This design comes from an exercise in tuning for small area and a short achievable clock period on the open sky130 flow, not from production work. RTL that was checked went through simulation tests only; none was proved equivalent to the original. No activity file was given, so power comes from the tool's default toggle rates.

== the baseline ==
// fp_mul
module fp_mul(clk, op1, op2, result, under, over);
input wire clk;
input wire [15:0] op1, op2;
output wire [15:0] result;
output wire under, over;
wire [14:0] plo_d = op1[10:0] * op2[3:0];
wire [9:0] bx = {2'b00, op2[10:4], 1'b0};
wire [3:0] one_d, two_d;
wire [2:0] neg_d;
genvar i;
generate for (i = 0; i < 4; i = i + 1) begin : g_booth
	assign one_d[i] = bx[2*i+1] ^ bx[2*i];
	assign two_d[i] = (bx[2*i+2] & ~bx[2*i+1] & ~bx[2*i]) | (~bx[2*i+2] & bx[2*i+1] & bx[2*i]);
	if (i < 3) begin : g_neg
		assign neg_d[i] = bx[2*i+2];
	end
end endgenerate
reg [10:0] sa;
reg [14:0] plo;
reg [3:0] bone, btwo;
reg [2:0] bneg;
reg [4:0] e1;
reg sg1;
always @(posedge clk)
begin
	sa <= op1[10:0];
	plo <= plo_d;
	bone <= one_d;
	btwo <= two_d;
	bneg <= neg_d;
	e1 <= {1'b0, op1[14:11]} + {1'b0, op2[14:11]} - 5'd7;
	sg1 <= op1[15] ^ op2[15];
end
wire [20:0] rx, ry;
fp1 stage1(.a(sa), .plo(plo), .one(bone), .two(btwo), .neg(bneg), .rx(rx), .ry(ry));
wire [20:0] px = rx, py = ry;
wire [20:0] p, g;
wire q1, q2, q3, q4, q5, q6, q7, q8, q9, q10, q11, q12, q13, q14, q15, q16, q17, q18, q19, q20, q21, q22, q23, q24, q25, q26, q27, q28, q29, q30, q31, q32, q33, q34, q35, q36, q37, q38, q39, q40, q41, q42, q43, q44, q45, q46, q47, q48, q49, q50, q51, q52, q53, q54;
assign p[0] = px[0];
assign g[0] = 1'b0;
assign p[1] = px[1];
assign g[1] = 1'b0;
assign p[2] = px[2];
assign g[2] = 1'b0;
assign p[3] = px[3];
assign g[3] = 1'b0;
ha_c u_pg4(.a(px[4]), .b(py[4]), .s(p[4]), .co(g[4]));
ha_c u_pg5(.a(px[5]), .b(py[5]), .s(p[5]), .co(g[5]));
ha_c u_pg6(.a(px[6]), .b(py[6]), .s(p[6]), .co(g[6]));
ha_c u_pg7(.a(px[7]), .b(py[7]), .s(p[7]), .co(g[7]));
ha_c u_pg8(.a(px[8]), .b(py[8]), .s(p[8]), .co(g[8]));
ha_c u_pg9(.a(px[9]), .b(py[9]), .s(p[9]), .co(g[9]));
ha_c u_pg10(.a(px[10]), .b(py[10]), .s(p[10]), .co(g[10]));
ha_c u_pg11(.a(px[11]), .b(py[11]), .s(p[11]), .co(g[11]));
ha_c u_pg12(.a(px[12]), .b(py[12]), .s(p[12]), .co(g[12]));
ha_c u_pg13(.a(px[13]), .b(py[13]), .s(p[13]), .co(g[13]));
ha_c u_pg14(.a(px[14]), .b(py[14]), .s(p[14]), .co(g[14]));
ha_c u_pg15(.a(px[15]), .b(py[15]), .s(p[15]), .co(g[15]));
ha_c u_pg16(.a(px[16]), .b(py[16]), .s(p[16]), .co(g[16]));
  ...
==> flow/config.mk <==
export PLATFORM = sky130hd
export DESIGN_NAME = fp_mul
export DESIGN_NICKNAME = fp_mul
export VERILOG_FILES = /design/flow/design.v
export SDC_FILE = /design/flow/constraint.sdc
export NUM_CORES = 4
export LEC_CHECK = 0
export CAP_MARGIN = 20
export CORE_MARGIN = 2
export CORE_UTILIZATION = 40
export SETUP_SLACK_MARGIN = 2.2
export SLEW_MARGIN = 20
export SYNTH_HIERARCHICAL = 1
export SYNTH_MINIMUM_KEEP_SIZE = 0
==> flow/constraint.sdc <==
create_clock -name core_clock -period 5.3 [get_ports {clk}]
set_input_delay 1.0600 -clock core_clock [delete_from_list [all_inputs] [get_ports {clk}]]
set_output_delay 1.0600 -clock core_clock [all_outputs]
set_load 0.01 [all_outputs]
standard.sh (not shown) runs the stock make flow with config.mk's settings and CLKGATE_MAP_FILE= SYNTH_SCRIPT=/design/flow/synth_recipe.tcl, a recipe that flattens the netlist after the stock synthesis.
==> flow/flow/run.sh <==
#!/bin/bash
# The standard layout (the standard.sh) with changes: plain buf_1
# cells as the input and output port buffers instead of the ones
# buffer_ports picks, clock tree synthesis without dummy load cells,
# and the ORFS settings below.
export BUFFER_PORTS_ARGS="-buffer_cell sky130_fd_sc_hd__buf_1"
export CTS_ARGS="-sink_clustering_enable -repair_clock_nets -buf_list sky130_fd_sc_hd__clkbuf_8 -dont_use_dummy_load"
export SETUP_MOVE_SEQUENCE="unbuffer,sizeup,swap"
bash standard.sh > standard.log 2>&1
Per the final summary, the baseline finished and its layout is clean on timing, DRC and antenna.
> inputs changed (the baseline -> the candidate)
# the baseline
export LEC_CHECK = 0
export CAP_MARGIN = 20
export CORE_MARGIN = 2
export CORE_UTILIZATION = 40
export SETUP_SLACK_MARGIN = 2.2
export SLEW_MARGIN = 20
export SYNTH_HIERARCHICAL = 1
export SYNTH_MINIMUM_KEEP_SIZE = 0
create_clock -name core_clock -period 5.3 [get_ports {clk}]
# the candidate
export LEC_CHECK = 0
export CAP_MARGIN = 20
export CORE_MARGIN = 2
export CORE_UTILIZATION = 40
export SETUP_SLACK_MARGIN = 2.0
export SLEW_MARGIN = 20
export SYNTH_HIERARCHICAL = 1
export SYNTH_MINIMUM_KEEP_SIZE = 0
create_clock -name core_clock -period 5.3 [get_ports {clk}]
==> comparison <==
Compared the candidate against the baseline; net switching component of the power within noise. The critical path depth of the candidate is lower than that of the baseline. Going from the baseline to the candidate, placer's final routability congestion estimate down 1.2%; wire length picked up an extra about 0.8%.
No run of this note included a check of the RTL's function; only the layout flow was run.


fp_mul, a different RTL version from the one above (not shown whole).
Size: about 51 I/O pins.
clock: 5.3 ns
lec_check: 0
cap_margin: 20
core_margin: 2
core_utilization: 40
setup_slack_margin: 2.0
slew_margin: 20
synth_hierarchical: 1
synth_minimum_keep_size: 0
Scripts as last shown in full above: flow/flow/run.sh
Change:
SETUP_SLACK_MARGIN = 1.8   (was 2.0)
=> Worst setup slack gets worse by 76 ps. Routed wire length decreases by 0.34%. Via count increases by 0.49%.
No functional check of the RTL was part of any run of this note.


## v6
Another version of the RTL of fp_mul (not shown whole).
For scale: about 51 I/O pins, roughly 5200 sq um of cells after synthesis.
Settings: LEC_CHECK=0, CAP_MARGIN=20, CORE_MARGIN=2, CORE_UTILIZATION=40, SETUP_SLACK_MARGIN=2.0, SLEW_MARGIN=20, SYNTH_HIERARCHICAL=1, SYNTH_MINIMUM_KEEP_SIZE=0, TNS_END_PERCENT=10; clock period 5.3 ns.
==> flow/flow/run.sh <==
#!/bin/bash
# The standard layout (the standard.sh) with changes: plain buf_1
# cells as the input and output port buffers instead of the ones
# buffer_ports picks, clock tree synthesis without dummy load cells,
# and the ORFS settings below.
export BUFFER_PORTS_ARGS="-buffer_cell sky130_fd_sc_hd__buf_1"
export CTS_ARGS="-sink_clustering_enable -repair_clock_nets -buf_list sky130_fd_sc_hd__clkbuf_8 -dont_use_dummy_load -sink_buffer_max_cap_derate 1.0"
export SETUP_MOVE_SEQUENCE="unbuffer,sizeup,swap"
bash standard.sh > standard.log 2>&1
v6 completed every stage of the flow, and the final layout passed the timing, DRC and antenna checks.
Edits applied to the flow inputs when going from v6 to v7:
Settings: SETUP_SLACK_MARGIN changed from 2.0 to 1.95.
==> flow/flow/run.sh <==
#!/bin/bash
# The standard layout (the standard.sh) with changes: plain buf_1
# cells as the input and output port buffers instead of the ones
# buffer_ports picks, clock tree synthesis without dummy load cells,
# and the ORFS settings below.
export BUFFER_PORTS_ARGS="-buffer_cell sky130_fd_sc_hd__buf_1"
export CTS_ARGS="-sink_clustering_enable -repair_clock_nets -buf_list sky130_fd_sc_hd__clkbuf_8 -dont_use_dummy_load"
export SETUP_MOVE_SEQUENCE="unbuffer,sizeup,swap"
bash standard.sh > standard.log 2>&1
- Between v6 and v7, the power is lower for v7.
- v7 vs v6 — peak supply drop dropped slightly
- First-iteration DRC count, v7 vs v6: down by more than 10%
- Going from v6 to v7, count of cells resized by post-cts repair shrinks by 15.
- The switching power of v7 was superior to that of v6.


Starting RTL as in the previous note.
Settings: LEC_CHECK=0, CAP_MARGIN=20, CORE_MARGIN=2, CORE_UTILIZATION=40, SETUP_SLACK_MARGIN=2.0, SLEW_MARGIN=20, SYNTH_HIERARCHICAL=1, SYNTH_MINIMUM_KEEP_SIZE=0; clock period 5.3 ns.
==> flow/flow/run.sh <==
#!/bin/bash
# The standard layout (the standard.sh) with changes: plain buf_1
# cells as the input and output port buffers instead of the ones
# buffer_ports picks, clock tree synthesis without dummy load cells,
# and the ORFS settings below.
export BUFFER_PORTS_ARGS="-buffer_cell sky130_fd_sc_hd__buf_1"
export CTS_ARGS="-sink_clustering_enable -repair_clock_nets -buf_list sky130_fd_sc_hd__clkbuf_8 -dont_use_dummy_load"
export SETUP_MOVE_SEQUENCE="unbuffer,sizeup,swap"
bash standard.sh > standard.log 2>&1
The first run finished clean.
Next try:
--- a/flow/flow/run.sh
+++ b/flow/flow/run.sh
@@ -6,3 +6,3 @@
 export BUFFER_PORTS_ARGS="-buffer_cell sky130_fd_sc_hd__buf_1"
-export CTS_ARGS="-sink_clustering_enable -repair_clock_nets -buf_list sky130_fd_sc_hd__clkbuf_8 -dont_use_dummy_load"
+export CTS_ARGS="-sink_clustering_enable -repair_clock_nets -buf_list {sky130_fd_sc_hd__clkbuf_4 sky130_fd_sc_hd__clkbuf_8} -dont_use_dummy_load"
 export SETUP_MOVE_SEQUENCE="unbuffer,sizeup,swap"
- TNS_END_PERCENT: unset -> 10
After rerunning: The new run passed the timing, DRC and antenna checks; wire length shrinks by about 0.6%; synthesized area does not change; final area shrinks by about 0.43%; clock power hardly moves; hold slack hardly moves; clock-buffer cell count does not change; worst setup slack got worse by 5.5 ps.
Next try:
==> flow/flow/run.sh (replaced) <==
#!/bin/bash
# The standard layout (the standard.sh) with changes: plain buf_1
# cells as the input and output port buffers instead of the ones
# buffer_ports picks, clock tree synthesis without dummy load cells,
# and the ORFS settings below.
export BUFFER_PORTS_ARGS="-buffer_cell sky130_fd_sc_hd__buf_1"
export CTS_ARGS="-sink_clustering_enable -repair_clock_nets -buf_list sky130_fd_sc_hd__clkbuf_8 -dont_use_dummy_load"
export SETUP_MOVE_SEQUENCE="unbuffer,sizeup,swap,buffer"
bash standard.sh > standard.log 2>&1
- SETUP_SLACK_MARGIN: 2.0 -> 2.2
=>
- clock-buffer cell count stays the same
- sequential cell count is unchanged
- clock power decreases slightly
- core utilization increases by 2.1 points
Next try:
==> flow/flow/run.sh (replaced) <==
#!/bin/bash
# The standard layout (the standard.sh) with changes: plain buf_1
# cells as the input and output port buffers instead of the ones
# buffer_ports picks, clock tree synthesis without dummy load cells,
# and the ORFS settings below.
export BUFFER_PORTS_ARGS="-buffer_cell sky130_fd_sc_hd__buf_1"
export CTS_ARGS="-repair_clock_nets -buf_list sky130_fd_sc_hd__clkbuf_16 -dont_use_dummy_load -sink_clustering_size 30 -sink_clustering_max_diameter 300 -sink_clustering_enable"
export SETUP_MOVE_SEQUENCE="unbuffer,sizeup,swap"
bash standard.sh > standard.log 2>&1
- SETUP_SLACK_MARGIN: 2.2 -> 2.0
After rerunning: The changed run went through all stages and came out clean. Worst setup slack got worse by 92 ps. Sequential share of layout area barely changes. Wire length falls by about 0.3%. Final area is lower by 2.8%. Core utilization falls by 1.2 points. Non-clock buffer count shrinks by 16. Clock power increases by 60%. Global-route usage climbs by 0.21 points.


Setup of build 16:
fp_mul again, from the RTL that the note above started with.
export LEC_CHECK = 0
export CAP_MARGIN = 20
export CORE_MARGIN = 2
export CORE_UTILIZATION = 40
export SETUP_SLACK_MARGIN = 2.1
export SLEW_MARGIN = 20
export SYNTH_HIERARCHICAL = 1
export SYNTH_MINIMUM_KEEP_SIZE = 0
export TNS_END_PERCENT = 5
create_clock -name core_clock -period 5.3 [get_ports {clk}]
==> flow/flow/run.sh <==
#!/bin/bash
# The standard layout (the standard.sh) with changes: plain buf_1
# cells as the input and output port buffers instead of the ones
# buffer_ports picks, clock tree synthesis without dummy load cells,
# and the ORFS settings below.
export BUFFER_PORTS_ARGS="-buffer_cell sky130_fd_sc_hd__buf_1"
export CTS_ARGS="-sink_clustering_enable -repair_clock_nets -buf_list sky130_fd_sc_hd__clkbuf_8 -dont_use_dummy_load"
export SETUP_MOVE_SEQUENCE="unbuffer,sizeup,swap"
bash standard.sh > standard.log 2>&1
Input-level comparison between build 90 and build 16:
# build 16
export LEC_CHECK = 0
export CAP_MARGIN = 20
export CORE_MARGIN = 2
export CORE_UTILIZATION = 40
export SETUP_SLACK_MARGIN = 2.1
export SLEW_MARGIN = 20
export SYNTH_HIERARCHICAL = 1
export SYNTH_MINIMUM_KEEP_SIZE = 0
export TNS_END_PERCENT = 5
create_clock -name core_clock -period 5.3 [get_ports {clk}]
# build 90
export LEC_CHECK = 0
export CAP_MARGIN = 20
export CORE_MARGIN = 2
export CORE_UTILIZATION = 40
export SETUP_SLACK_MARGIN = 2.05
export SLEW_MARGIN = 20
export SYNTH_HIERARCHICAL = 1
export SYNTH_MINIMUM_KEEP_SIZE = 0
export TNS_END_PERCENT = 10
create_clock -name core_clock -period 5.3 [get_ports {clk}]
==> notes.md <==
- Summary — fraction of final layout cells sized beyond drive strength 1, build 90 relative to build 16: higher, by 0.85 points.
- Final cell area: build 90 above build 16
- Build 16 -> build 90: initial core utilization flat
- Sequential share of cell area essentially unchanged between build 16 and build 90.
- Diff build 16 -> build 90 | wire length | down slightly
- Build 90 and build 16 ended up with roughly the same part of the cycle the worst path needs.
> inputs changed (build 90 -> build 98)
# build 90
export LEC_CHECK = 0
export CAP_MARGIN = 20
export CORE_MARGIN = 2
export CORE_UTILIZATION = 40
export SETUP_SLACK_MARGIN = 2.05
export SLEW_MARGIN = 20
export SYNTH_HIERARCHICAL = 1
export SYNTH_MINIMUM_KEEP_SIZE = 0
export TNS_END_PERCENT = 10
create_clock -name core_clock -period 5.3 [get_ports {clk}]
# build 98
export LEC_CHECK = 0
export CAP_MARGIN = 20
export CORE_MARGIN = 2
export CORE_UTILIZATION = 40
export SETUP_SLACK_MARGIN = 2.2
export SLEW_MARGIN = 20
export SYNTH_HIERARCHICAL = 1
export SYNTH_MINIMUM_KEEP_SIZE = 0
export TNS_END_PERCENT = 10
create_clock -name core_clock -period 5.3 [get_ports {clk}]
Results
Between build 90 and build 98, relative contribution of combinational cells to total power is lower for build 90, build 98 comes in above that.
Between build 90 and build 98, total power is higher for build 98, build 90 comes in under that.
On post-route cell area: between build 90 and build 98, it ends up lower for build 90.
The first-pass GRT wire length of build 90 and that of build 98 are within noise of each other.
Build 98 gives more area growth from synthesis to final layout than build 90 did.
[build 98] switching component of the power rose 2.2% relative to build 90
Compare build 90 and build 98 | minimum setup slack after placement higher: build 98
Looking at final wirelength across both flows, build 98 is the stronger of the two, with build 90 trailing.
[build 98] final period utilization fell 0.96 points relative to build 90
Delay contributed by the slowest stage of the critical path: higher on build 90
The inputs of build 86 differ from those of build 98 as listed below.
# build 98
export LEC_CHECK = 0
export CAP_MARGIN = 20
export CORE_MARGIN = 2
export CORE_UTILIZATION = 40
export SETUP_SLACK_MARGIN = 2.2
export SLEW_MARGIN = 20
export SYNTH_HIERARCHICAL = 1
export SYNTH_MINIMUM_KEEP_SIZE = 0
export TNS_END_PERCENT = 10
create_clock -name core_clock -period 5.3 [get_ports {clk}]
# build 86
export LEC_CHECK = 0
export CAP_MARGIN = 20
export CORE_MARGIN = 2
export CORE_UTILIZATION = 50
export PLACE_DENSITY = 0.6
export SETUP_SLACK_MARGIN = 2.0
export SLEW_MARGIN = 20
export SYNTH_HIERARCHICAL = 1
export SYNTH_MINIMUM_KEEP_SIZE = 0
create_clock -name core_clock -period 5.3 [get_ports {clk}]
Notes after the runs:
Comparing build 86 and build 98, share of the cycle needed by the critical path after routing is lower on build 98.
Compared build 98 against build 86; power in sequential cells within noise.
Clock buffer and inverter area fraction after layout essentially unchanged between build 86 and build 98.


run A:
fp_mul, a different RTL version from the one above (not shown whole).
For scale: roughly 500 cells after synthesis, ~59 flip-flops.
// fp_mul
module fp_mul(clk, op1, op2, result, under, over);
input wire clk;
input wire [15:0] op1, op2;
output wire [15:0] result;
output wire under, over;
wire [13:0] bx = {2'b00, op2[10:0], 1'b0};
wire [5:0] one_d, two_d;
wire [4:0] neg_d;
genvar i;
generate for (i = 0; i < 6; i = i + 1) begin : g_booth
	assign one_d[i] = bx[2*i+1] ^ bx[2*i];
	assign two_d[i] = (bx[2*i+2] & ~bx[2*i+1] & ~bx[2*i]) | (~bx[2*i+2] & bx[2*i+1] & bx[2*i]);
	if (i < 5) begin : g_neg
		assign neg_d[i] = bx[2*i+2];
	end
end endgenerate
reg [10:0] sa;
reg [5:0] bone, btwo;
reg [4:0] bneg;
reg [4:0] e1;
reg sg1;
always @(posedge clk)
begin
	sa <= op1[10:0];
	bone <= one_d;
	btwo <= two_d;
	bneg <= neg_d;
	e1 <= {1'b0, op1[14:11]} + {1'b0, op2[14:11]} - 5'd7;
	sg1 <= op1[15] ^ op2[15];
end
wire [20:0] rx, ry;
fp1 stage1(.a(sa), .one(bone), .two(btwo), .neg(bneg), .rx(rx), .ry(ry));
wire [20:0] px = rx, py = ry;
wire [15:0] lo = {1'b0, px[14:0]} + {1'b0, py[14:0]};
reg [5:0] hx, hy;
reg hc;
reg [5:0] lo2;
reg [4:0] e2;
reg sg2;
always @(posedge clk)
begin
	hx <= px[20:15];
	hy <= py[20:15];
	hc <= lo[15];
	lo2 <= lo[14:9];
	e2 <= e1;
	sg2 <= sg1;
end
wire [5:0] hi = hx + hy + hc;
wire [20:9] s = {hi, lo2};
fp2 stage2(.s(s), .e(e2), .sign(sg2), .fp_result(result), .under(under), .over(over));
endmodule
clock: 5.3 ns
lec_check: 0
cap_margin: 20
core_margin: 2
core_utilization: 40
cts_buf_list: sky130_fd_sc_hd__clkbuf_8
cts_cluster_diameter: 200
cts_cluster_size: 40
slew_margin: 20
synth_hierarchical: 1
synth_minimum_keep_size: 0
==> flow/flow/run.sh <==
#!/bin/bash
# The standard layout (the standard.sh), with plain buf_1 cells as the
# input and output port buffers instead of the ones buffer_ports picks.
export BUFFER_PORTS_ARGS="-buffer_cell sky130_fd_sc_hd__buf_1"
bash standard.sh > standard.log 2>&1
## Diff of input files: run B against run A
- CTS_CLUSTER_DIAMETER no longer set, was 200
- CTS_CLUSTER_SIZE no longer set, was 40
### Flow results
Diff run A..run B | final weighted congestion of routability-driven global placement | unchanged
Run A -> run B: number of multi-input combinational cells in the layout delta 0, exact match
Run A -> run B: timing-limited maximum frequency delta 0, exact match
Run B against run A: power per unit of standard cell area now sits at about the same level, estimated wirelength of the detail-placed design now sits at about the same level.
Relative to run B, the following input files were edited for run C:
- SETUP_SLACK_MARGIN: unset -> 1.7
### Flow results
- Run C reached the end of the flow, and the finished layout is clean on the timing, DRC and antenna checks.
- Run C vs run B — relative contribution of the clock network to total power dropped 2.0 points.
- Run B → run C: design area grew by 400 sq um; maximum frequency grew by about 9%.
Input changes introduced in run D (baseline for comparison: run C):
- CTS_BUF_LIST: sky130_fd_sc_hd__clkbuf_8 -> unset
- SETUP_SLACK_MARGIN: 1.7 -> unset
- ABC_CLOCK_PERIOD_IN_PS: unset -> 1500
==> flow/flow/run.sh <==
#!/bin/bash
# The standard layout (the standard.sh) with two changes: plain buf_1
# cells as the input and output port buffers instead of the ones
# buffer_ports picks, and clock tree synthesis without dummy load cells.
export BUFFER_PORTS_ARGS="-buffer_cell sky130_fd_sc_hd__buf_1"
export CTS_ARGS="-sink_clustering_enable -repair_clock_nets -buf_list sky130_fd_sc_hd__clkbuf_8 -dont_use_dummy_load"
bash standard.sh > standard.log 2>&1
==> notes.md <==
Wire length after detailed routing sits lower in run D than in run C. Taking run C as the reference, in run D final critical-path share of the clock period higher, register-to-register slack moved down, fraction of final layout cells with drive strength greater than 1 moved down, fraction of standard cell area that is sequential grew by 0.63 points, register cell area after layout went down 5.9%. In the flow results for run C and run D, the highest achievable clock rate is smaller on run D. Taking run C as the reference, in run D end-of-flow core utilization now smaller; average wire per standard cell fell 0.72 um.
--- input diff run D..run E ---
- a deleted ABC_CLOCK_PERIOD_IN_PS that had been 1500
Status | run E and run D | clean. Re total routing resource utilization after global routing: no difference whatsoever between run E and run D. From run E to run D, setup slack after placement did not move at all. Initial antenna violation count delta (run E -> run D): insignificant. Comparing run E against run D, there is no change at all in average via count per standard cell. From run D to run E, flip-flop and latch count did not move at all. Run E -> run D: clock skew delta 0, exact match. Comparing run D against run E, there is no change at all in switching portion of total power. Between run E and run D, the number of setup buffers added after CTS does not differ in any meaningful way. On max-slew violation total from the final report, run E and run D are neck and neck. Share of final-layout standard cells stronger than drive strength 1 came out exactly the same in run E and run D. On average wire per standard cell, run E and run D are basically level.
The inputs of run F differ from those of run E as listed below.
- SETUP_SLACK_MARGIN newly set to 1.7
diff --git a/flow/flow/run.sh b/flow/flow/run.sh
--- a/flow/flow/run.sh
+++ b/flow/flow/run.sh
@@ -5,3 +5,3 @@
 export BUFFER_PORTS_ARGS="-buffer_cell sky130_fd_sc_hd__buf_1"
-export CTS_ARGS="-sink_clustering_enable -repair_clock_nets -buf_list sky130_fd_sc_hd__clkbuf_8 -dont_use_dummy_load"
+export CTS_ARGS="-repair_clock_nets -buf_list sky130_fd_sc_hd__clkbuf_8 -dont_use_dummy_load"
 bash standard.sh > standard.log 2>&1
Results
Run F vs run E: clock period minus final worst setup slack down
Critical path depth for run F: 1 up relative to run E
Of the two values seen for first element of the critical path, hx[1]$_DFF_P_ was produced by run F and bneg[0]$_DFF_P_ by run E.
Wire length of the first global-routing pass went up by a few percent going from run E to run F.
Comparing run E against run F, there is no change at all in final setup violation count.
In the flow results for run F and run E, the cell count is larger on run F.
Between run F and run E, internal cell power is lower for run E, run F comes in above that.
Total met2 wirelength after detailed routing was lower in the run labelled run E.
Relative to run E, final area has gone up in run F.
Looking at met3 wire length, run F sits above run E.
Compared to run E, run F has area of the multi-input gates about 2.3% higher.
Compared to run E, run F shows a wider setup margin.

[afterwards: timing with drivers on the ports]
No port has a modelled driver above. Below, the same layouts with a new extraction and two added sets of constraints.
Step 1: set_driving_cell puts a clkbuf_16 on clk and a buf_2 on each other input, an assumption about the parent block.
Step 2 moves the port delays by t, midway between the first and last clock arrival at a register: inputs arrive t later, outputs are due t later. That takes back most of the time a late clock gives input paths.
Slacks: no drivers / after step 1 / after step 2; pairs: no drivers / after step 1.
run	shift t [ns]	slack for setup (ns)	clock arrival spread, ns	pins driven straight from the clock port
the baseline	0.377	1.634 / 1.633 / 1.257	0.018 / 0.019	1
the candidate	0.367	1.619 / 1.614 / 1.247	0.030 / 0.030	1
the first run of note 2	0.357	2.058 / 2.025 / 2.104	0.018 / 0.018	1
the second run of note 2	0.356	1.981 / 1.981 / 1.981	0.018 / 0.019	1
v6	0.343	2.116 / 2.116 / 2.116	0.013 / 0.013	1
v7	0.347	2.075 / 2.075 / 2.075	0.012 / 0.012	1
the first run of note 4	0.344	2.121 / 2.121 / 2.121	0.013 / 0.012	1
the second run of note 4	0.343	2.116 / 2.116 / 2.116	0.013 / 0.013	1
the third run of note 4	0.340	2.207 / 2.207 / 2.207	0.012 / 0.012	1
the fourth run of note 4	0.349	2.114 / 2.114 / 2.114	0.009 / 0.010	1
build 16	0.346	2.140 / 2.140 / 2.140	0.013 / 0.012	1
build 90	0.346	2.145 / 2.145 / 2.145	0.013 / 0.013	1
build 98	0.340	2.196 / 2.180 / 2.196	0.012 / 0.011	1
build 86	0.353	2.104 / 2.104 / 2.104	0.023 / 0.023	1
run A	0.368	1.437 / 1.437 / 1.437	0.006 / 0.006	1
run B	0.368	1.437 / 1.437 / 1.437	0.006 / 0.006	1
run C	0.372	1.748 / 1.714 / 1.858	0.007 / 0.007	1
run D	0.364	1.453 / 1.442 / 1.453	0.021 / 0.020	1
run E	0.364	1.453 / 1.442 / 1.453	0.021 / 0.020	1
run F	0.364	1.752 / 1.718 / 1.857	0.018 / 0.018	1
After both steps setup and hold are still met in every run listed. The setup slack of the baseline, which loses most, moves by -0.001 ns with the drivers and by -0.377 ns with both steps.
